Source: an optimization exercise on an open RTL-to-GDS flow (aim: small area, a short achievable clock period and few clock cycles). Production flows keep margins and buffers that such runs may drop. In this exercise RTL edits were held to simulation tests only and were not proved equivalent to the original. Power and IR drop assume default switching activity.

==> flow/config.mk <==
export PLATFORM = sky130hd
export DESIGN_NAME = PushBox_Engine
export DESIGN_NICKNAME = PushBox_Engine
export VERILOG_FILES = /design/flow/design.v
export SDC_FILE = /design/flow/constraint.sdc
export NUM_CORES = 4
export LEC_CHECK = 0
export CAP_MARGIN = 20
export CORE_MARGIN = 2
export CORE_UTILIZATION = 40
export SLEW_MARGIN = 20
export SYNTH_MEMORY_MAX_BITS = 65536
==> flow/constraint.sdc <==
create_clock -name core_clock -period 7.0 [get_ports {clk}]
set_input_delay 1.4000 -clock core_clock [delete_from_list [all_inputs] [get_ports {clk}]]
set_output_delay 1.4000 -clock core_clock [all_outputs]
set_load 0.01 [all_outputs]
==> flow/design.v <==
`timescale 1ns / 1ps
module Level(
    input clka,
    input [14:0] addra,
    output reg [3:0] douta
    );
    reg [3:0] rom [0:4799];
    initial $readmemh("level.hex", rom);
    always @ (posedge clka) begin
        douta <= rom[addra];
    end
endmodule
`timescale 1ns / 1ps
module GRAM(
    input clka,
    input wea,
    input [8:0] addra,
    input [3:0] dina,
    output reg [3:0] douta,
    input [8:0] addrb,
    output reg [3:0] doutb
    );
    reg [3:0] mem [0:299];
    always @ (posedge clka) begin
        if(wea && addra < 9'd300) mem[addra] <= dina;
        if(wea) douta <= dina;
        else douta <= (addra < 9'd300) ? mem[addra] : 4'd0;
        doutb <= (addrb < 9'd300) ? mem[addrb] : 4'd0;
    end
endmodule
`timescale 1ns / 1ps
module Load_Level(
    input clk,
    input rst,
    input load,
    input [6:0] index,
    output wea,
    output [8:0] GAddr,
    output [3:0] GData,
    output done,
    output [7:0] hole,
    output [8:0] person
    );
    reg [7:0] hole_cnt;
    reg [8:0] Person_Addr;
    assign hole = hole_cnt;
    assign person = Person_Addr;
    wire [14:0] Level_Addr;
    wire [3:0] Level_Data;
    reg [14:0] Addr_offset;
    reg [8:0] Addr;
    reg wea_flag, done_flag;
    assign wea = wea_flag;
    assign GAddr = Addr - 1;
    assign GData = Level_Data;
    assign done = done_flag;
    always @ (posedge clk or posedge rst) begin
        if(rst) begin
            hole_cnt <= 0;
            Person_Addr <= 0;
        end else if(load) begin
            hole_cnt <= 0;
            Person_Addr <= 0;
        end else if(!done_flag) begin
            if(GData == 4'd4) begin
                Person_Addr <= GAddr;
            end else if(GData == 4'd6) begin
                hole_cnt <= hole_cnt + 6'd1;
            end
        end
    end
    always @ (posedge clk or posedge rst) begin
        if(rst) begin
            wea_flag <= 0;
            Addr <= 0;
            done_flag <= 1;
            Addr_offset <= 0;
        end else if(load | !done_flag) begin
            if(done_flag) begin
                done_flag <= 0;
                Addr <= 0;
                wea_flag <= 1;
                Addr_offset <= index * 9'd300;
            end else if(Addr == 9'd300) begin
                done_flag <= 1;
                Addr <= 0;
                wea_flag <= 0;
                Addr_offset <= 0;
            end else begin
                done_flag <= 0;
                Addr <= Addr + 1;
                wea_flag <= 1;
                Addr_offset <= Addr_offset;
            end
        end
    end
    assign Level_Addr = Addr_offset + Addr;
    Level    LM1(.clka(clk), .addra(Level_Addr), .douta(Level_Data));
endmodule
`timescale 1ns / 1ps
module Move(
    input clk,
    input rst,
    input load,
    input [7:0] hole,
    input [8:0] person,
    input move,
    input [1:0] direction,
    output rea,
    output [8:0] GAddr_r,
    input [3:0] GData_r,
    output wea,
    output [8:0] GAddr_w,
    output [3:0] GData_w,
    output [15:0] step,
    output done,
    output win,
    output [7:0] hole_left,
    output [8:0] pos_out
    );
    parameter Move_Up = 2'b00;
    parameter Move_Down = 2'b01;
    parameter Move_Left = 2'b10;
    parameter Move_Right = 2'b11;
    parameter Pic_Person = 4'd4;
    parameter Pic_Road = 4'd5;
    parameter Pic_Hole = 4'd6;
    parameter Pic_Boxout = 4'd8;
    parameter Pic_Boxin = 4'd9;
    parameter Move_Road = 3'b000;
    parameter Move_Hole = 3'b001;
    parameter Move_Boxout_Road = 3'b010;
    parameter Move_Boxout_Hole = 3'b011;
    parameter Move_Boxin_Road = 3'b100;
    parameter Move_Boxin_Hole = 3'b101;
    parameter Move_Fail = 3'b110;
    reg [7:0] hole_cnt;
    reg [8:0] Person_Addr;
    reg [2:0] read_timing;
    reg [2:0] write_timing;
    reg rea_flag, wea_flag, read_done_flag, move_done_flag, win_flag;
    reg [1:0] direction_flag;
    reg [8:0] GAddr_r_flag;
    reg [8:0] GAddr_w_flag;
    reg [3:0] GData_w_flag;
    reg [15:0] step_flag;
    reg [3:0] one_step;
    reg [3:0] two_step;
    reg step_read_done;
    reg can_move;
    reg [2:0] move_case;
    reg stand_in_hole_now, stand_in_hole_next;
    assign rea = rea_flag;
    assign wea = wea_flag;
    assign done = read_done_flag & move_done_flag;
    assign win = win_flag;
    assign GAddr_r = GAddr_r_flag;
    assign GAddr_w = GAddr_w_flag;
    assign GData_w = GData_w_flag;
    assign step = step_flag;
    assign hole_left = hole_cnt;
    assign pos_out = Person_Addr;
    always @ (posedge clk or posedge rst) begin
        if(rst) begin
            one_step <= 0;
            two_step <= 0;
            step_read_done <= 0;
            rea_flag <= 0;
            read_done_flag <= 1;
        end else if (load) begin
            step_read_done <= 0;
            rea_flag <= 0;
            read_done_flag <= 1;
        end else if (move | !read_done_flag) begin
            if(move) begin
                read_done_flag <= 0;
                direction_flag <= direction;
                step_read_done <= 0;
                read_timing <= 0;
            end else begin
                case (read_timing)
                    3'b000: begin
                                rea_flag <= 1;
                                case (direction_flag)
                                    Move_Up   : GAddr_r_flag <= Person_Addr - 9'd20;
                                    Move_Down : GAddr_r_flag <= Person_Addr + 9'd20;
                                    Move_Left : GAddr_r_flag <= Person_Addr - 9'd1;
                                    Move_Right: GAddr_r_flag <= Person_Addr + 9'd1;
                                endcase
                                step_read_done <= 0;
                                read_timing <= 3'b001;
                            end
                    3'b001: begin
                                rea_flag <= 1;
                                step_read_done <= 0;
                                read_timing <= 3'b010;
                            end
                    3'b010: begin
                                one_step <= GData_r;
                                rea_flag <= 1;
                                step_read_done <= 0;
                                read_timing <= 3'b011;
                            end
                    3'b011: begin
                                rea_flag <= 1;
                                case (direction_flag)
                                    Move_Up   : GAddr_r_flag <= Person_Addr - 9'd40;
                                    Move_Down : GAddr_r_flag <= Person_Addr + 9'd40;
                                    Move_Left : GAddr_r_flag <= Person_Addr - 9'd2;
                                    Move_Right: GAddr_r_flag <= Person_Addr + 9'd2;
                                endcase
                                step_read_done <= 0;
                                read_timing <= 3'b100;
                            end
                    3'b100: begin
                                rea_flag <= 1;
                                step_read_done <= 0;
                                read_timing <= 3'b101;
                            end
                    3'b101: begin
                                two_step <= GData_r;
                                rea_flag <= 1;
                                step_read_done <= 0;
                                read_timing <= 3'b110;
                            end
                    3'b110: begin
                                rea_flag <= 0;
                                step_read_done <= 1;
                                read_timing <= 3'b111;
                            end
                    3'b111: begin
                                rea_flag <= 0;
                                step_read_done <= 0;
                                read_done_flag <= 1;
                                read_timing <= 3'b000;
                            end
                endcase
            end
        end
    end
    always @ (posedge clk or posedge rst) begin
        if(rst) begin
            Person_Addr <= 9'd0;
            wea_flag <= 0;
            can_move <= 0;
            step_flag <= 0;
            move_done_flag <= 1;
            stand_in_hole_now <= 0;
            hole_cnt <= 8'h7F;
        end else if(load) begin
            Person_Addr <= person;
            wea_flag <= 0;
            can_move <= 0;
            step_flag <= 0;
            move_done_flag <= 1;
            stand_in_hole_now <= 0;
            hole_cnt <= hole;
        end else if(step_read_done | !move_done_flag) begin
            if(move_done_flag) begin
                move_done_flag <= 0;
                if(one_step == Pic_Road) begin
                    move_case <= Move_Road;
                    stand_in_hole_next <= 0;
                    hole_cnt <= hole_cnt;
                    can_move <= 1;
                end else if(one_step == Pic_Hole) begin
                    move_case <= Move_Hole;
                    stand_in_hole_next <= 1;
                    hole_cnt <= hole_cnt;
                    can_move <= 1;
                end else if(one_step == Pic_Boxout && two_step == Pic_Road) begin
                    move_case <= Move_Boxout_Road;
                    stand_in_hole_next <= 0;
                    hole_cnt <= hole_cnt;
                    can_move <= 1;
                end else if(one_step == Pic_Boxout && two_step == Pic_Hole) begin
                    move_case <= Move_Boxout_Hole;
                    stand_in_hole_next <= 0;
                    hole_cnt <= hole_cnt - 1;
                    can_move <= 1;
                end else if(one_step == Pic_Boxin && two_step == Pic_Road) begin
                    move_case <= Move_Boxin_Road;
                    stand_in_hole_next <= 1;
                    hole_cnt <= hole_cnt + 1;
                    can_move <= 1;
                end else if(one_step == Pic_Boxin && two_step == Pic_Hole) begin
                    move_case <= Move_Boxin_Hole;
                    stand_in_hole_next <= 1;
                    hole_cnt <= hole_cnt;
                    can_move <= 1;
                end else begin
                    move_case <= Move_Fail;
                    stand_in_hole_next <= stand_in_hole_now;
                    can_move <= 0;
                end
                write_timing <= 0;
            end else if(can_move) begin
                case (write_timing)
                    3'b000: begin
                                wea_flag <= 0;
                                GAddr_w_flag <= Person_Addr;
                                if(stand_in_hole_now) GData_w_flag <= Pic_Hole;
                                else GData_w_flag <= Pic_Road;
                                write_timing <= 3'b001;
                            end
                    3'b001: begin
                                wea_flag <= 1;
                                write_timing <= 3'b010;
                            end
                    3'b010: begin
                                wea_flag <= 0;
                                case (direction_flag)
                                    Move_Up   : GAddr_w_flag <= Person_Addr - 9'd20;
                                    Move_Down : GAddr_w_flag <= Person_Addr + 9'd20;
                                    Move_Left : GAddr_w_flag <= Person_Addr - 9'd1;
                                    Move_Right: GAddr_w_flag <= Person_Addr + 9'd1;
                                endcase
                                GData_w_flag <= Pic_Person;
                                write_timing <= 3'b011;
                            end
                    3'b011: begin
                                wea_flag <= 1;
                                write_timing <= 3'b100;
                            end
                    3'b100: begin
                                wea_flag <= 0;
                                case (direction_flag)
                                    Move_Up   : GAddr_w_flag <= Person_Addr - 9'd40;
                                    Move_Down : GAddr_w_flag <= Person_Addr + 9'd40;
                                    Move_Left : GAddr_w_flag <= Person_Addr - 9'd2;
                                    Move_Right: GAddr_w_flag <= Person_Addr + 9'd2;
                                endcase
                                case (move_case)
                                    Move_Road : begin write_timing <= 3'b110; end
                                    Move_Hole : begin write_timing <= 3'b110; end
                                    Move_Boxout_Road: begin GData_w_flag <= Pic_Boxout; write_timing <= 3'b101; end
                                    Move_Boxout_Hole: begin GData_w_flag <= Pic_Boxin;  write_timing <= 3'b101; end
                                    Move_Boxin_Road : begin GData_w_flag <= Pic_Boxout; write_timing <= 3'b101; end
                                    Move_Boxin_Hole : begin GData_w_flag <= Pic_Boxin;  write_timing <= 3'b101; end
                                endcase
                            end
                    3'b101: begin
                                wea_flag <= 1;
                                write_timing <= 3'b110;
                            end
                    3'b110: begin
                                wea_flag <= 0;
                                case (direction_flag)
                                    Move_Up   : Person_Addr <= Person_Addr - 9'd20;
                                    Move_Down : Person_Addr <= Person_Addr + 9'd20;
                                    Move_Left : Person_Addr <= Person_Addr - 9'd1;
                                    Move_Right: Person_Addr <= Person_Addr + 9'd1;
                                endcase
                                if(step_flag == 16'b1001100110011001) begin
                                    step_flag <= 0;
                                end else if(step_flag[11:0] == 12'b100110011001) begin
                                    step_flag[11:0] <= 12'd0;
                                    step_flag[15:12] <= step_flag[15:12] + 4'd1;
                                end else if(step_flag[7:0] == 8'b10011001) begin
                                    step_flag[7:0] <= 8'd0;
                                    step_flag[11:8] <= step_flag[11:8] + 4'd1;
                                end else if(step_flag[3:0] == 4'b1001) begin
                                    step_flag[3:0] <= 4'd0;
                                    step_flag[7:4] <= step_flag[7:4] + 4'd1;
                                end else begin
                                    step_flag <= step_flag + 1;
                                end
                                can_move <= 0;
                                stand_in_hole_now <= stand_in_hole_next;
                                move_done_flag <= 1;
                                write_timing <= 3'b000;
                            end
                endcase
            end else begin
                move_done_flag <= 1;
            end
        end
    end
    always @ (posedge clk) begin
        if(hole_cnt == 8'h00) win_flag <= 1;
        else win_flag <= 0;
    end
endmodule
`timescale 1ns / 1ps
module PushBox_Engine(
    input clk,
    input rst,
    input cmd_valid,
    input [1:0] cmd,         
    input [1:0] dir,         
    input [3:0] level_in,    
    output ready,
    output loaded,
    output [3:0] level,
    output [15:0] step,
    output [7:0] holes,
    output [8:0] person,
    output win,
    input [8:0] rd_addr,
    output [3:0] rd_data
    );
    parameter Cmd_Move = 2'd0;
    parameter Cmd_Load = 2'd1;
    parameter Cmd_Restart = 2'd2;
    wire Load_done, Move_done, win_out;
    wire [15:0] step_cnt;
    reg [2:0] Load_done_sign;
    reg loaded_flag;
    reg [3:0] level_flag;
    assign ready = Load_done & Move_done & (Load_done_sign == 3'b111);
    wire accept = cmd_valid & ready;
    wire do_load = accept & (cmd == Cmd_Load);
    wire do_restart = accept & (cmd == Cmd_Restart) & loaded_flag;
    wire do_move = accept & (cmd == Cmd_Move) & loaded_flag;
    always @ (posedge clk or posedge rst) begin
        if(rst) begin
            loaded_flag <= 0;
            level_flag <= 0;
        end else if(do_load) begin
            loaded_flag <= 1;
            level_flag <= level_in;
        end
    end
    always @ (posedge clk or posedge rst) begin
        if(rst) Load_done_sign <= 0;
        else Load_done_sign <= {Load_done_sign[1:0], Load_done};
    end
    wire load_done_posedge = !Load_done_sign[1] & Load_done_sign[0];
    wire Load_wea, Move_rea, Move_wea;
    wire [8:0] Load_GAddr, Move_GAddr_r, Move_GAddr_w;
    wire [3:0] Load_GData, Move_GData_w, GData_out;
    wire [7:0] Load_hole;
    wire [8:0] Load_person;
    wire Gwea = Load_wea | Move_wea;
    wire [8:0] GAddr = Load_wea ? Load_GAddr :
                       Move_rea ? Move_GAddr_r :
                       Move_wea ? Move_GAddr_w :
                       9'd0;
    wire [3:0] GData_in = Load_wea ? Load_GData :
                          Move_wea ? Move_GData_w :
                          4'h0;
    Load_Level GRAM_1(.clk(clk),
                      .rst(rst),
                      .load(do_load | do_restart),
                      .index(do_load ? {3'b000, level_in} : {3'b000, level_flag}),
                      .wea(Load_wea),
                      .GAddr(Load_GAddr),
                      .GData(Load_GData),
                      .done(Load_done),
                      .hole(Load_hole),
                      .person(Load_person)
                      );
    Move       GRAM_2(.clk(clk),
                      .rst(rst),
                      .load(load_done_posedge),
                      .hole(Load_hole),
                      .person(Load_person),
                      .move(do_move),
                      .direction(dir),
                      .rea(Move_rea),
                      .GAddr_r(Move_GAddr_r),
                      .GData_r(GData_out),
                      .wea(Move_wea),
                      .GAddr_w(Move_GAddr_w),
                      .GData_w(Move_GData_w),
                      .step(step_cnt),
                      .done(Move_done),
                      .win(win_out),
                      .hole_left(holes),
                      .pos_out(person)
                      );
    GRAM       RAM2(.clka(clk),
                    .wea(Gwea),
                    .addra(GAddr),
                    .dina(GData_in),
                    .douta(GData_out),
                    .addrb(rd_addr),
                    .doutb(rd_data)
                    );
    assign loaded = loaded_flag;
    assign level = level_flag;
    assign step = step_cnt;
    assign win = win_out;
endmodule
==> flow/level.hex <==
0
0
0
0
0
0
0
0
1
2
3
0
0
0
0
0
0
0
0
0
0
0
0
0
0
0
0
0
0
0
0
0
0
0
0
0
0
0
0
0
0
0
0
0
0
0
0
0
0
0
0
0
0
0
0
0
0
0
0
0
0
0
0
0
0
0
0
0
0
0
0
0
0
0
0
0
0
0
0
0
0
0
0
0
0
0
0
0
7
7
7
0
0
0
0
0
0
0
0
0
0
0
0
0
0
0
0
0
7
6
7
0
0
0
0
0
0
0
0
0
0
0
0
0
0
0
0
0
7
5
7
7
7
7
0
0
0
0
0
0
0
0
0
0
0
0
7
7
7
8
5
8
6
7
0
0
0
0
0
0
0
0
0
0
0
0
7
6
5
8
4
7
7
7
0
0
0
0
0
0
0
0
0
0
0
0
7
7
7
7
8
7
0
0
0
0
0
0
0
0
0
0
0
0
0
0
0
0
0
7
6
7
0
0
0
0
0
0
0
0
0
0
0
0
0
0
0
0
0
7
7
7
0
0
0
0
0
0
0
0
0
0
0
0
0
0
0
0
0
0
0
0
0
0
0
0
0
0
0
0
0
0
0
0
0
0
0
0
0
0
0
0
0
0
0
0
0
0
0
0
0
0
0
0
0
0
0
0
0
0
0
0
0
0
0
0
0
0
0
0
0
0
0
0
0
0
0
0
1
2
3
0
0
0
0
0
0
0
0
0
0
0
0
0
0
0
0
0
0
0
0
0
0
0
0
0
0
0
0
0
0
0
0
0
0
0
0
0
0
0
0
0
0
0
0
0
0
0
0
0
0
0
0
0
0
7
7
7
7
7
0
0
0
0
0
0
0
0
0
0
0
0
0
0
0
7
4
5
5
7
0
0
0
0
0
0
0
0
0
0
0
0
0
0
0
7
5
8
8
7
0
7
7
7
0
0
0
0
0
0
0
0
0
0
0
7
5
8
5
7
0
7
6
7
0
0
0
0
0
0
0
0
0
0
0
7
7
7
5
7
7
7
6
7
0
0
0
0
0
0
0
0
0
0
0
0
7
7
5
5
5
5
6
7
0
0
0
0
0
0
0
0
0
0
0
0
7
5
5
5
7
5
5
7
0
0
0
0
0
0
0
0
0
0
0
0
7
5
5
5
7
7
7
7
0
0
0
0
0
0
0
0
0
0
0
0
7
7
7
7
7
0
0
0
0
0
0
0
0
0
0
0
0
0
0
0
0
0
0
0
0
0
0
0
0
0
0
0
0
0
0
0
0
0
0
0
0
0
0
0
0
0
0
0
0
0
0
0
0
0
0
0
0
0
0
0
0
0
0
0
0
0
0
0
0
0
0
0
0
0
0
0
0
0
0
0
0
0
1
2
3
0
0
0
0
0
0
0
0
0
0
0
0
0
0
0
0
0
0
0
0
0
0
0
0
0
0
0
0
0
0
0
0
0
0
0
0
0
0
0
0
0
0
0
0
0
0
0
0
0
0
0
0
0
0
0
0
0
0
0
0
0
0
0
0
0
0
0
0
0
0
0
0
0
0
0
7
7
7
7
7
7
7
0
0
0
0
0
0
0
0
0
0
0
0
0
7
5
5
5
5
5
7
7
7
0
0
0
0
0
0
0
0
0
0
7
7
8
7
7
7
5
5
5
7
0
0
0
0
0
0
0
0
0
0
7
5
4
5
8
5
5
8
5
7
0
0
0
0
0
0
0
0
0
0
7
5
6
6
7
5
8
5
7
7
0
0
0
0
0
0
0
0
0
0
7
7
6
6
7
5
5
5
7
0
0
0
0
0
0
0
0
0
0
0
0
7
7
7
7
7
7
7
7
0
0
0
0
0
0
0
0
0
0
0
0
0
0
0
0
0
0
0
0
0
0
0
0
0
0
0
0
0
0
0
0
0
0
0
0
0
0
0
0
0
0
0
0
0
0
0
0
0
0
0
0
0
0
0
0
0
0
0
0
0
0
0
0
0
0
0
0
0
0
0
0
0
0
0
0
0
0
0
0
0
0
0
0
0
0
0
0
0
0
0
0
0
0
1
2
3
0
0
0
0
0
0
0
0
0
0
0
0
0
0
0
0
0
0
0
0
0
0
0
0
0
0
0
0
0
0
0
0
0
0
0
0
0
0
0
0
0
0
0
0
0
0
0
0
0
0
0
0
0
0
0
0
0
0
0
0
0
0
0
0
0
0
0
0
0
0
0
0
0
0
0
0
0
7
7
7
7
0
0
0
0
0
0
0
0
0
0
0
0
0
0
0
7
7
5
5
7
0
0
0
0
0
0
0
0
0
0
0
0
0
0
0
7
4
8
5
7
0
0
0
0
0
0
0
0
0
0
0
0
0
0
0
7
7
8
5
7
7
0
0
0
0
0
0
0
0
0
0
0
0
0
0
7
7
5
8
5
7
0
0
0
0
0
0
0
0
0
0
0
0
0
0
7
6
8
5
5
7
0
0
0
0
0
0
0
0
0
0
0
0
0
0
7
6
6
9
6
7
0
0
0
0
0
0
0
0
0
0
0
0
0
0
7
7
7
7
7
7
0
0
0
0
0
0
0
0
0
0
0
0
0
0
0
0
0
0
0
0
0
0
0
0
0
0
0
0
0
0
0
0
0
0
0
0
0
0
0
0
0
0
0
0
0
0
0
0
0
0
0
0
0
0
0
0
0
0
0
0
0
0
0
0
0
0
0
0
0
0
0
0
0
0
0
1
2
3
0
0
0
0
0
0
0
0
0
0
0
0
0
0
0
0
0
0
0
0
0
0
0
0
0
0
0
0
0
0
0
0
0
0
0
0
0
0
0
0
0
0
0
0
0
0
0
0
0
0
0
0
0
0
0
0
0
0
0
0
0
0
0
0
0
0
0
0
0
0
0
0
0
0
0
0
7
7
7
7
7
0
0
0
0
0
0
0
0
0
0
0
0
0
0
0
7
5
5
7
7
7
0
0
0
0
0
0
0
0
0
0
0
0
0
0
7
4
8
5
5
7
0
0
0
0
0
0
0
0
0
0
0
0
0
7
7
7
5
7
5
7
7
0
0
0
0
0
0
0
0
0
0
0
0
7
6
7
5
7
5
5
7
0
0
0
0
0
0
0
0
0
0
0
0
7
6
8
5
5
7
5
7
0
0
0
0
0
0
0
0
0
0
0
0
7
6
5
5
5
8
5
7
0
0
0
0
0
0
0
0
0
0
0
0
7
7
7
7
7
7
7
7
0
0
0
0
0
0
0
0
0
0
0
0
0
0
0
0
0
0
0
0
0
0
0
0
0
0
0
0
0
0
0
0
0
0
0
0
0
0
0
0
0
0
0
0
0
0
0
0
0
0
0
0
0
0
0
0
0
0
0
0
0
0
0
0
0
0
0
0
0
0
0
0
0
0
1
2
3
0
0
0
0
0
0
0
0
0
0
0
0
0
0
0
0
0
0
0
0
0
0
0
0
0
0
0
0
0
0
0
0
0
0
0
7
7
7
7
7
7
7
0
0
0
0
0
0
0
0
0
0
7
7
7
7
5
5
5
5
5
7
0
0
0
0
0
0
0
0
0
0
7
5
5
5
6
7
7
7
5
7
0
0
0
0
0
0
0
0
0
0
7
5
7
5
7
5
5
5
5
7
7
0
0
0
0
0
0
0
0
0
7
5
7
5
8
5
8
7
6
5
7
0
0
0
0
0
0
0
0
0
7
5
7
5
5
9
5
5
7
5
7
0
0
0
0
0
0
0
0
0
7
5
6
7
8
5
8
5
7
5
7
0
0
0
0
0
0
0
0
0
7
7
5
5
5
5
7
5
7
5
7
7
7
0
0
0
0
0
0
0
0
7
5
7
7
7
6
5
5
5
5
4
7
0
0
0
0
0
0
0
0
7
5
5
5
5
5
7
7
5
5
5
7
0
0
0
0
0
0
0
0
7
7
7
7
7
7
7
7
7
7
7
7
0
0
0
0
0
0
0
0
0
0
0
0
0
0
0
0
0
0
0
0
0
0
0
0
0
0
0
0
0
0
0
0
0
0
0
0
0
0
0
0
0
0
0
0
0
0
0
0
0
0
0
0
1
2
3
0
0
0
0
0
0
0
0
0
0
0
0
0
0
0
0
0
0
0
0
0
0
0
0
0
0
0
0
0
0
0
0
0
0
0
0
0
0
0
0
0
0
0
0
0
0
0
0
0
0
0
0
0
0
0
0
0
0
0
0
0
0
0
0
0
0
0
0
0
0
0
0
0
0
0
0
0
7
7
7
7
7
7
7
0
0
0
0
0
0
0
0
0
0
0
0
7
7
5
5
7
5
4
7
0
0
0
0
0
0
0
0
0
0
0
0
7
5
5
5
7
5
5
7
0
0
0
0
0
0
0
0
0
0
0
0
7
8
5
8
5
8
5
7
0
0
0
0
0
0
0
0
0
0
0
0
7
5
8
7
7
5
5
7
0
0
0
0
0
0
0
0
0
0
7
7
7
5
8
5
7
5
7
7
0
0
0
0
0
0
0
0
0
0
7
6
6
6
6
6
5
5
7
0
0
0
0
0
0
0
0
0
0
0
7
7
7
7
7
7
7
7
7
0
0
0
0
0
0
0
0
0
0
0
0
0
0
0
0
0
0
0
0
0
0
0
0
0
0
0
0
0
0
0
0
0
0
0
0
0
0
0
0
0
0
0
0
0
0
0
0
0
0
0
0
0
0
0
0
0
0
0
0
0
0
0
0
0
0
0
0
0
0
0
0
0
0
1
2
3
0
0
0
0
0
0
0
0
0
0
0
0
0
0
0
0
0
0
0
0
0
0
0
0
0
0
0
0
0
0
0
0
0
0
0
0
0
0
0
0
0
0
0
0
0
0
0
0
0
0
0
0
0
0
0
0
0
0
0
0
0
0
0
0
0
0
0
0
0
0
0
0
0
0
0
0
0
7
7
7
7
7
7
0
0
0
0
0
0
0
0
0
0
0
0
7
7
7
5
5
5
5
7
0
0
0
0
0
0
0
0
0
0
0
7
7
6
5
8
7
7
5
7
7
0
0
0
0
0
0
0
0
0
0
7
6
6
8
5
8
5
5
4
7
0
0
0
0
0
0
0
0
0
0
7
6
6
5
8
5
8
5
7
7
0
0
0
0
0
0
0
0
0
0
7
7
7
7
7
7
5
5
7
0
0
0
0
0
0
0
0
0
0
0
0
0
0
0
0
7
7
7
7
0
0
0
0
0
0
0
0
0
0
0
0
0
0
0
0
0
0
0
0
0
0
0
0
0
0
0
0
0
0
0
0
0
0
0
0
0
0
0
0
0
0
0
0
0
0
0
0
0
0
0
0
0
0
0
0
0
0
0
0
0
0
0
0
0
0
0
0
0
0
0
0
0
0
0
0
0
0
0
0
0
0
0
0
0
0
0
0
0
0
0
0
0
0
1
2
3
0
0
0
0
0
0
0
0
0
0
0
0
0
0
0
0
0
0
0
0
0
0
0
0
0
0
0
0
0
0
0
0
0
0
0
0
0
0
0
0
0
0
0
0
0
0
0
0
0
0
0
0
0
0
7
7
7
7
7
7
7
7
7
0
0
0
0
0
0
0
0
0
0
0
7
5
5
7
7
5
5
5
7
0
0
0
0
0
0
0
0
0
0
0
7
5
5
5
8
5
5
5
7
0
0
0
0
0
0
0
0
0
0
0
7
8
5
7
7
7
5
8
7
0
0
0
0
0
0
0
0
0
0
0
7
5
7
6
6
6
7
5
7
0
0
0
0
0
0
0
0
0
0
7
7
5
7
6
6
6
7
5
7
7
0
0
0
0
0
0
0
0
0
7
5
8
5
5
8
5
5
8
5
7
0
0
0
0
0
0
0
0
0
7
5
5
5
5
5
7
5
4
5
7
0
0
0
0
0
0
0
0
0
7
7
7
7
7
7
7
7
7
7
7
0
0
0
0
0
0
0
0
0
0
0
0
0
0
0
0
0
0
0
0
0
0
0
0
0
0
0
0
0
0
0
0
0
0
0
0
0
0
0
0
0
0
0
0
0
0
0
0
0
0
0
0
0
0
0
0
0
0
0
0
0
0
0
0
0
0
0
0
0
0
0
0
0
1
2
3
0
0
0
0
0
0
0
0
0
0
0
0
0
0
0
0
0
0
0
0
0
0
0
0
0
0
0
0
0
0
0
0
0
0
0
0
0
0
0
0
0
0
0
0
0
0
0
0
0
0
0
0
0
0
0
0
0
0
0
0
0
0
0
0
0
0
0
0
0
0
0
0
0
0
0
0
0
7
7
7
7
7
7
0
0
0
0
0
0
0
0
0
0
0
0
0
0
7
5
5
5
5
7
0
0
0
0
0
0
0
0
0
0
0
0
7
7
7
8
8
8
5
7
0
0
0
0
0
0
0
0
0
0
0
0
7
4
5
8
6
6
5
7
0
0
0
0
0
0
0
0
0
0
0
0
7
5
8
6
6
6
7
7
0
0
0
0
0
0
0
0
0
0
0
0
7
7
7
7
5
5
7
0
0
0
0
0
0
0
0
0
0
0
0
0
0
0
0
7
7
7
7
0
0
0
0
0
0
0
0
0
0
0
0
0
0
0
0
0
0
0
0
0
0
0
0
0
0
0
0
0
0
0
0
0
0
0
0
0
0
0
0
0
0
0
0
0
0
0
0
0
0
0
0
0
0
0
0
0
0
0
0
0
0
0
0
0
0
0
0
0
0
0
0
0
0
0
0
0
0
0
0
0
0
0
0
0
0
0
0
0
0
0
0
0
0
0
1
2
3
0
0
0
0
0
0
0
0
0
0
0
0
0
0
0
0
0
0
0
0
0
0
0
0
0
0
0
0
0
0
0
0
0
0
0
0
0
0
0
0
0
0
0
0
0
0
0
0
0
0
0
0
0
0
0
0
0
0
0
0
0
0
0
0
0
0
0
0
0
0
0
0
0
0
0
0
0
0
0
0
0
0
0
0
0
0
0
0
0
0
0
0
0
0
7
7
7
7
0
0
7
7
7
7
7
0
0
0
0
0
0
0
0
7
7
5
5
7
0
0
7
5
5
5
7
0
0
0
0
0
0
0
0
7
5
8
5
7
7
7
7
8
5
5
7
0
0
0
0
0
0
0
0
7
5
5
8
6
6
6
6
5
8
5
7
0
0
0
0
0
0
0
0
7
7
5
5
5
5
7
5
4
5
7
7
0
0
0
0
0
0
0
0
0
7
7
7
7
7
7
7
7
7
7
0
0
0
0
0
0
0
0
0
0
0
0
0
0
0
0
0
0
0
0
0
0
0
0
0
0
0
0
0
0
0
0
0
0
0
0
0
0
0
0
0
0
0
0
0
0
0
0
0
0
0
0
0
0
0
0
0
0
0
0
0
0
0
0
0
0
0
0
0
0
0
0
0
0
0
0
0
0
0
0
0
0
0
0
0
0
0
0
0
0
0
0
0
1
2
3
0
0
0
0
0
0
0
0
0
0
0
0
0
0
0
0
0
0
0
0
0
0
0
0
0
0
0
0
0
0
0
0
0
0
0
0
0
0
0
0
0
0
0
0
0
0
0
0
0
0
0
0
0
0
0
0
0
0
0
0
0
0
0
0
0
0
0
0
0
0
0
0
0
0
0
0
0
7
7
7
7
7
0
0
0
0
0
0
0
0
0
0
0
0
0
7
7
7
5
5
4
7
0
0
0
0
0
0
0
0
0
0
0
0
0
7
5
5
8
6
5
7
7
0
0
0
0
0
0
0
0
0
0
0
0
7
5
5
6
8
6
5
7
0
0
0
0
0
0
0
0
0
0
0
0
7
7
7
5
9
8
5
7
0
0
0
0
0
0
0
0
0
0
0
0
0
0
7
5
5
5
7
7
0
0
0
0
0
0
0
0
0
0
0
0
0
0
7
7
7
7
7
0
0
0
0
0
0
0
0
0
0
0
0
0
0
0
0
0
0
0
0
0
0
0
0
0
0
0
0
0
0
0
0
0
0
0
0
0
0
0
0
0
0
0
0
0
0
0
0
0
0
0
0
0
0
0
0
0
0
0
0
0
0
0
0
0
0
0
0
0
0
0
0
0
0
0
0
0
0
0
0
0
0
0
0
0
0
0
0
0
0
0
0
0
0
0
1
2
3
0
0
0
0
0
0
0
0
0
0
0
0
0
0
0
0
0
0
0
0
0
0
0
0
0
0
0
0
0
0
0
0
0
0
0
0
0
0
0
0
0
0
0
0
0
0
0
0
0
0
0
0
0
0
0
0
0
0
0
0
0
0
0
0
0
0
0
0
0
0
0
0
0
0
0
0
0
7
7
7
7
0
0
0
0
0
0
0
0
0
0
0
0
0
0
0
0
7
6
6
7
0
0
0
0
0
0
0
0
0
0
0
0
0
0
0
7
7
5
6
7
7
0
0
0
0
0
0
0
0
0
0
0
0
0
0
7
5
5
8
6
7
0
0
0
0
0
0
0
0
0
0
0
0
0
7
7
5
8
5
5
7
7
0
0
0
0
0
0
0
0
0
0
0
0
7
5
5
7
8
8
5
7
0
0
0
0
0
0
0
0
0
0
0
0
7
5
5
4
5
5
5
7
0
0
0
0
0
0
0
0
0
0
0
0
7
7
7
7
7
7
7
7
0
0
0
0
0
0
0
0
0
0
0
0
0
0
0
0
0
0
0
0
0
0
0
0
0
0
0
0
0
0
0
0
0
0
0
0
0
0
0
0
0
0
0
0
0
0
0
0
0
0
0
0
0
0
0
0
0
0
0
0
0
0
0
0
0
0
0
0
0
0
0
0
0
0
1
2
3
0
0
0
0
0
0
0
0
0
0
0
0
0
0
0
0
0
0
0
0
0
0
0
0
0
0
0
0
0
0
0
0
0
0
0
0
0
0
0
0
0
0
0
0
0
0
0
0
0
0
0
0
0
0
0
0
0
0
0
0
0
0
0
0
0
0
0
0
0
0
0
0
0
0
0
7
7
7
7
7
7
7
7
0
0
0
0
0
0
0
0
0
0
0
0
7
5
5
7
5
5
5
7
0
0
0
0
0
0
0
0
0
0
0
0
7
5
8
6
6
8
5
7
0
0
0
0
0
0
0
0
0
0
0
0
7
4
8
6
9
5
7
7
0
0
0
0
0
0
0
0
0
0
0
0
7
5
8
6
6
8
5
7
0
0
0
0
0
0
0
0
0
0
0
0
7
5
5
7
5
5
5
7
0
0
0
0
0
0
0
0
0
0
0
0
7
7
7
7
7
7
7
7
0
0
0
0
0
0
0
0
0
0
0
0
0
0
0
0
0
0
0
0
0
0
0
0
0
0
0
0
0
0
0
0
0
0
0
0
0
0
0
0
0
0
0
0
0
0
0
0
0
0
0
0
0
0
0
0
0
0
0
0
0
0
0
0
0
0
0
0
0
0
0
0
0
0
0
0
0
0
0
0
0
0
0
0
0
0
0
0
0
0
0
0
0
0
1
2
3
0
0
0
0
0
0
0
0
0
0
0
0
0
0
0
0
0
0
0
0
0
0
0
0
0
0
0
0
0
0
0
0
0
0
0
0
0
0
0
0
0
0
0
0
0
0
0
0
0
0
0
0
0
0
0
0
0
0
0
0
0
0
0
0
0
0
0
0
0
0
0
0
0
0
0
0
7
7
7
7
7
7
7
0
0
0
0
0
0
0
0
0
0
0
0
7
7
5
5
5
5
7
0
0
0
0
0
0
0
0
0
0
0
0
0
7
5
8
5
8
8
5
7
0
0
0
0
0
0
0
0
0
0
0
0
7
6
6
6
6
6
6
7
0
0
0
0
0
0
0
0
0
0
0
0
7
5
8
8
5
8
5
7
0
0
0
0
0
0
0
0
0
0
0
0
7
7
7
5
4
7
7
7
0
0
0
0
0
0
0
0
0
0
0
0
0
0
7
7
7
7
0
0
0
0
0
0
0
0
0
0
0
0
0
0
0
0
0
0
0
0
0
0
0
0
0
0
0
0
0
0
0
0
0
0
0
0
0
0
0
0
0
0
0
0
0
0
0
0
0
0
0
0
0
0
0
0
0
0
0
0
0
0
0
0
0
0
0
0
0
0
0
0
0
0
0
0
0
0
0
0
0
0
0
0
0
0
0
0
0
0
0
0
0
0
0
0
1
2
3
0
0
0
0
0
0
0
0
0
0
0
0
0
0
0
0
0
0
0
0
0
0
0
0
0
0
0
0
0
0
0
0
0
0
0
0
0
0
0
0
0
0
0
0
0
0
0
0
0
0
0
0
0
0
0
0
7
7
7
7
7
7
0
0
0
0
0
0
0
0
0
0
0
0
0
0
7
5
5
5
5
7
7
7
0
0
0
0
0
0
0
0
0
0
0
0
7
5
8
5
5
5
5
7
0
0
0
0
0
0
0
0
0
0
7
7
7
5
8
5
7
7
5
7
0
0
0
0
0
0
0
0
0
0
7
6
6
6
5
8
5
5
5
7
0
0
0
0
0
0
0
0
0
0
7
6
6
6
8
7
8
5
7
7
0
0
0
0
0
0
0
0
0
0
7
7
7
7
5
7
5
8
5
7
0
0
0
0
0
0
0
0
0
0
0
0
0
7
5
5
4
5
5
7
0
0
0
0
0
0
0
0
0
0
0
0
0
7
7
7
7
7
7
7
0
0
0
0
0
0
0
0
0
0
0
0
0
0
0
0
0
0
0
0
0
0
0
0
0
0
0
0
0
0
0
0
0
0
0
0
0
0
0
0
0
0
0
0
0
0
0
0
0
0
0
0
0
0
0
0
0
0
0
0
0
0
0
0
0
==> flow/run.sh <==
#!/bin/bash
# synth_recipe.tcl (not shown) runs the flow's synth.tcl, then flattens the netlist and writes it again
# the make line also repeats each setting of config.mk as NAME=value (left out here)
make -C /OpenROAD-flow-scripts/flow DESIGN_CONFIG=/design/flow/config.mk WORK_HOME=/design/flow/orfs CLKGATE_MAP_FILE= SYNTH_SCRIPT=/design/flow/synth_recipe.tcl finish
==> notes.md <==
Worst-Margin Slew=1.25 ns; FILL cells=16000; GRT overflow=0; CP Launch Type=flop; Initial DRC Count=8189; DIE AREA=0.184 mm2; number of enable flip-flop cells after synthesis=1234; CP Capture Type=flop; hold depth=0; row cnt=155; synth warn=5; most common cell in the netlist=edfxtp_1; CTS hold repair buffers=0; minimum clock period=5.48 ns; fin worst setup slack=1.52 ns; Yosys reg bits=1342; Post-Syn Area=0.0722 mm2; fin area=0.0804 mm2; r2r startpoint=GRAM_1.Addr[1]; final clock skew=0.0471 ns; Slew headroom=16.8%; die height=429 um; CP max stage cell=nor2b_4; Hold Path Origin=Load_done_sign[0]; sequential share of the synthesized area=55.0%; Hold EP=Load_done_sign[1]; f_max=182 MHz; GPL Wtd Cong=1.02; Clock transition at path regs=0.06 ns; Detailed Route WL=261000 um; core area=0.179 mm2; initial antenna violation count=8; Reg2Reg Setup Slack=1.52 ns; P&R area growth vs syn=11.3%; Post-synth top cells=edfxtp_1, nand2_1, nor2_1; Worst-Skew Late Latency=0.81 ns; critical path required time=7.42 ns; Initial Utilization=40.4%; Tcrit/Tclk final=78.3%; outcome=no timing/DRC/antenna violations; DP HPWL=170000 um; first-pass GRT wire length=375000 um; CP Cell Sequence=inv_1 > ha_1 > xnor2_1 > a22oi_2 > buf_4 > nor2b_4 > nand2_2 > nor2_1; Power, Total=16.5 mW; number of H-tree levels=4; clock buffer depth=3; Synth cell types=84; fin. max-slew vios=0; Final ANT Viol Nets=0; postcts setup bufs=0; clk sink count=1342; vias per cell=6.64; top-level port count=64; synthesized area per cell=12.7 um2; LEAKAGE=25.4 nW; reg2reg end=RAM2.mem[60][0]; pwr/cell area=205 mW/mm2; synth top area cells=edfxtp_1, mux4_2, nand2_1; clk root buf=clkbuf_16; die width=429 um; worst hold slack=0.412 ns; Critical Path AT=5.91 ns; Synth area leader=edfxtp_1; Place WS=1.55 ns; routed vias=53400; R2R depth=8; Final setup violation count=0; Max FO, Critical Path=18; setup TNS=0 ns; Avg WL per Cell=32.5 um; first drt pass iteration count=8; largest net degree at the start of global routing=194; Hold Vio Cnt, Final=0; ys async rst share=7.08%; Mapped Nets=5787; CP max stage delay=1.01 ns; top-area cell type share of the netlist area=51.3%; RSZ-0062 raised after global routing=no; Max VDD drop=182 uV; share of cells above drive strength 1=18.2%; DRC=0; placed instance area=0.0757 mm2; critical path class=reg2reg; vias in the first global route=51400; MaxCap Viol Count=0; nets@finish=5681; Hold Crit Class=reg2reg; CTS tree=built; register area=0.0397 mm2; # resized after CTS=0; Port Buffers=63; Mapped Cells=5668; Tot GR Track Use=27.9%; cts bufs inserted=143; Top FF cell, synth=edfxtp_1; area occupied by multi-input gates=0.0307 mm2
## sequential cells by signal (all words and copies together) (netlist names), 2 cells and up
name,flops
GRAM_1.Addr_offset,11
GRAM_2.write_timing,3
GRAM_2.hole_cnt,8
GRAM_1.Person_Addr,9
GRAM_1.hole_cnt,8
GRAM_2.step_flag,16
GRAM_2.move_case,3
GRAM_2.two_step,4
Load_done_sign,3
GRAM_1.Addr,9
RAM2.doutb,4
GRAM_2.GData_w_flag,4
GRAM_2.read_timing,3
level_flag,4
GRAM_2.direction_flag,2
GRAM_2.GAddr_w_flag,9
GRAM_2.one_step,4
RAM2.douta,4
GRAM_1.LM1.douta,4
GRAM_2.GAddr_r_flag,9
GRAM_2.Person_Addr,9
RAM2.mem,1200
## layer usage
metal / part of all wire, % / global-route usage, % / up-vias / wire length (um)
li1: - / - / 22000 / -
met4: 4.2 / 10.8 / 4 / 11000
met3: 12 / 8.01 / 584 / 32600
met1: 39 / 38.7 / 27100 / 102000
met5: 0.011 / 0 / - / 28
met2: 44 / 41.4 / 3679 / 116000
## cell type report
cell class	instances	area share, %
Clock inverter	74	0.968
Sequential cell	1342	49.4
Inverter	45	0.213
Timing Repair Buffer	229	2.76
Tap cell	2355	3.67
Multi-Input combinational cell	3801	38.2
Clock buffer	189	4.79
Antenna cell	7	0.0218
## placed cells by master (no fill, tap or decap), types with 38 or more instances in the layout
master              n
a211oi_1           46
a21oi_1           377
a22oi_1            50
a31oi_1            61
a32oi_1            69
buf_4             141
clkbuf_1           38
clkbuf_16         145
clkdlybuf4s50_1    58
dfrtp_1            85
edfxtp_1         1234
ha_1               91
inv_1              43
mux2i_1            40
mux4_2            544
nand2_1           778
nand3_1           148
nor2_1            550
nor3_1             73
o21ai_0           201
o22ai_1           111
xnor2_1            40
## worst max-delay path: cells and delay by family, from the launching register on
kind	cells	cell delay [ns]
XOR/XNOR	1	0.23
adder cells (fa/ha/maj)	1	0.67
flip-flops	1	0.38
buffers and inverters	2	0.63
AO/OA/AOI/OAI	1	0.45
AND/OR/NAND/NOR	3	2.71
## kinds of logic after synthesis
logic type	share of synthesized area [%]
compound gates	10.9
xor+xnor	0.849
fa+ha+maj	1.79
buf+inv	2.93
flops	55.0
mux	18.0
simple gates	10.5
## worst max-delay path by stage
stage	start	to	depth (start not counted)
floorplan	GRAM_1.wea_flag	RAM2.mem[0][2]	4
global placement	cmd[1]	GRAM_1.Addr_offset[11]	15
detailed placement	cmd[1]	GRAM_1.Addr_offset[11]	15
CTS	GRAM_1.Addr[1]	RAM2.mem[60][0]	8
global route	GRAM_1.Addr[1]	RAM2.mem[60][0]	8
finish	GRAM_1.Addr[1]	RAM2.mem[60][0]	8
## metrics by stage
stage               instances  utilization (%)
global route             8036             44.9
floorplan                5668                -
detailed placement       7772             42.3
finish                   8042             45.0
CTS                      8035             44.9
global placement         7772             42.3
## where the power goes
part	total [mW]	switching, mW	internal (mW)
logic	0.288	0.172	0.117
registers	8.63	0.00132	8.63
clock network	7.60	3.34	4.26
Testbench counts, summed over its fixed seeds: cycles 141,544.

-- what the ideal ports hide --
The flow's constraints put no driver on any port. The routed layout listed below was extracted and timed again, unchanged, in two steps.
Step 1 sets driving cells, clkbuf_16 on the clock port and buf_2 on the other inputs (assumed; they add their load-dependent delay and slew).
Step 2, shift: input delay + t, output delay - t, t = (earliest + latest rising clock arrival at the registers) / 2. This alone moves slack from input paths to output paths.
a / b / c = ideal / step 1 / step 2; a / b = the first two.
shift t [ns]: 0.874
setup WS [ns]: 1.516 / 1.516 / 1.516
latest minus earliest clock arrival (ns): 0.047 / 0.048
After both steps setup and hold are still met in this run. The setup slack of this run moves by 0.000 ns with the drivers and by 0.000 ns with both steps.
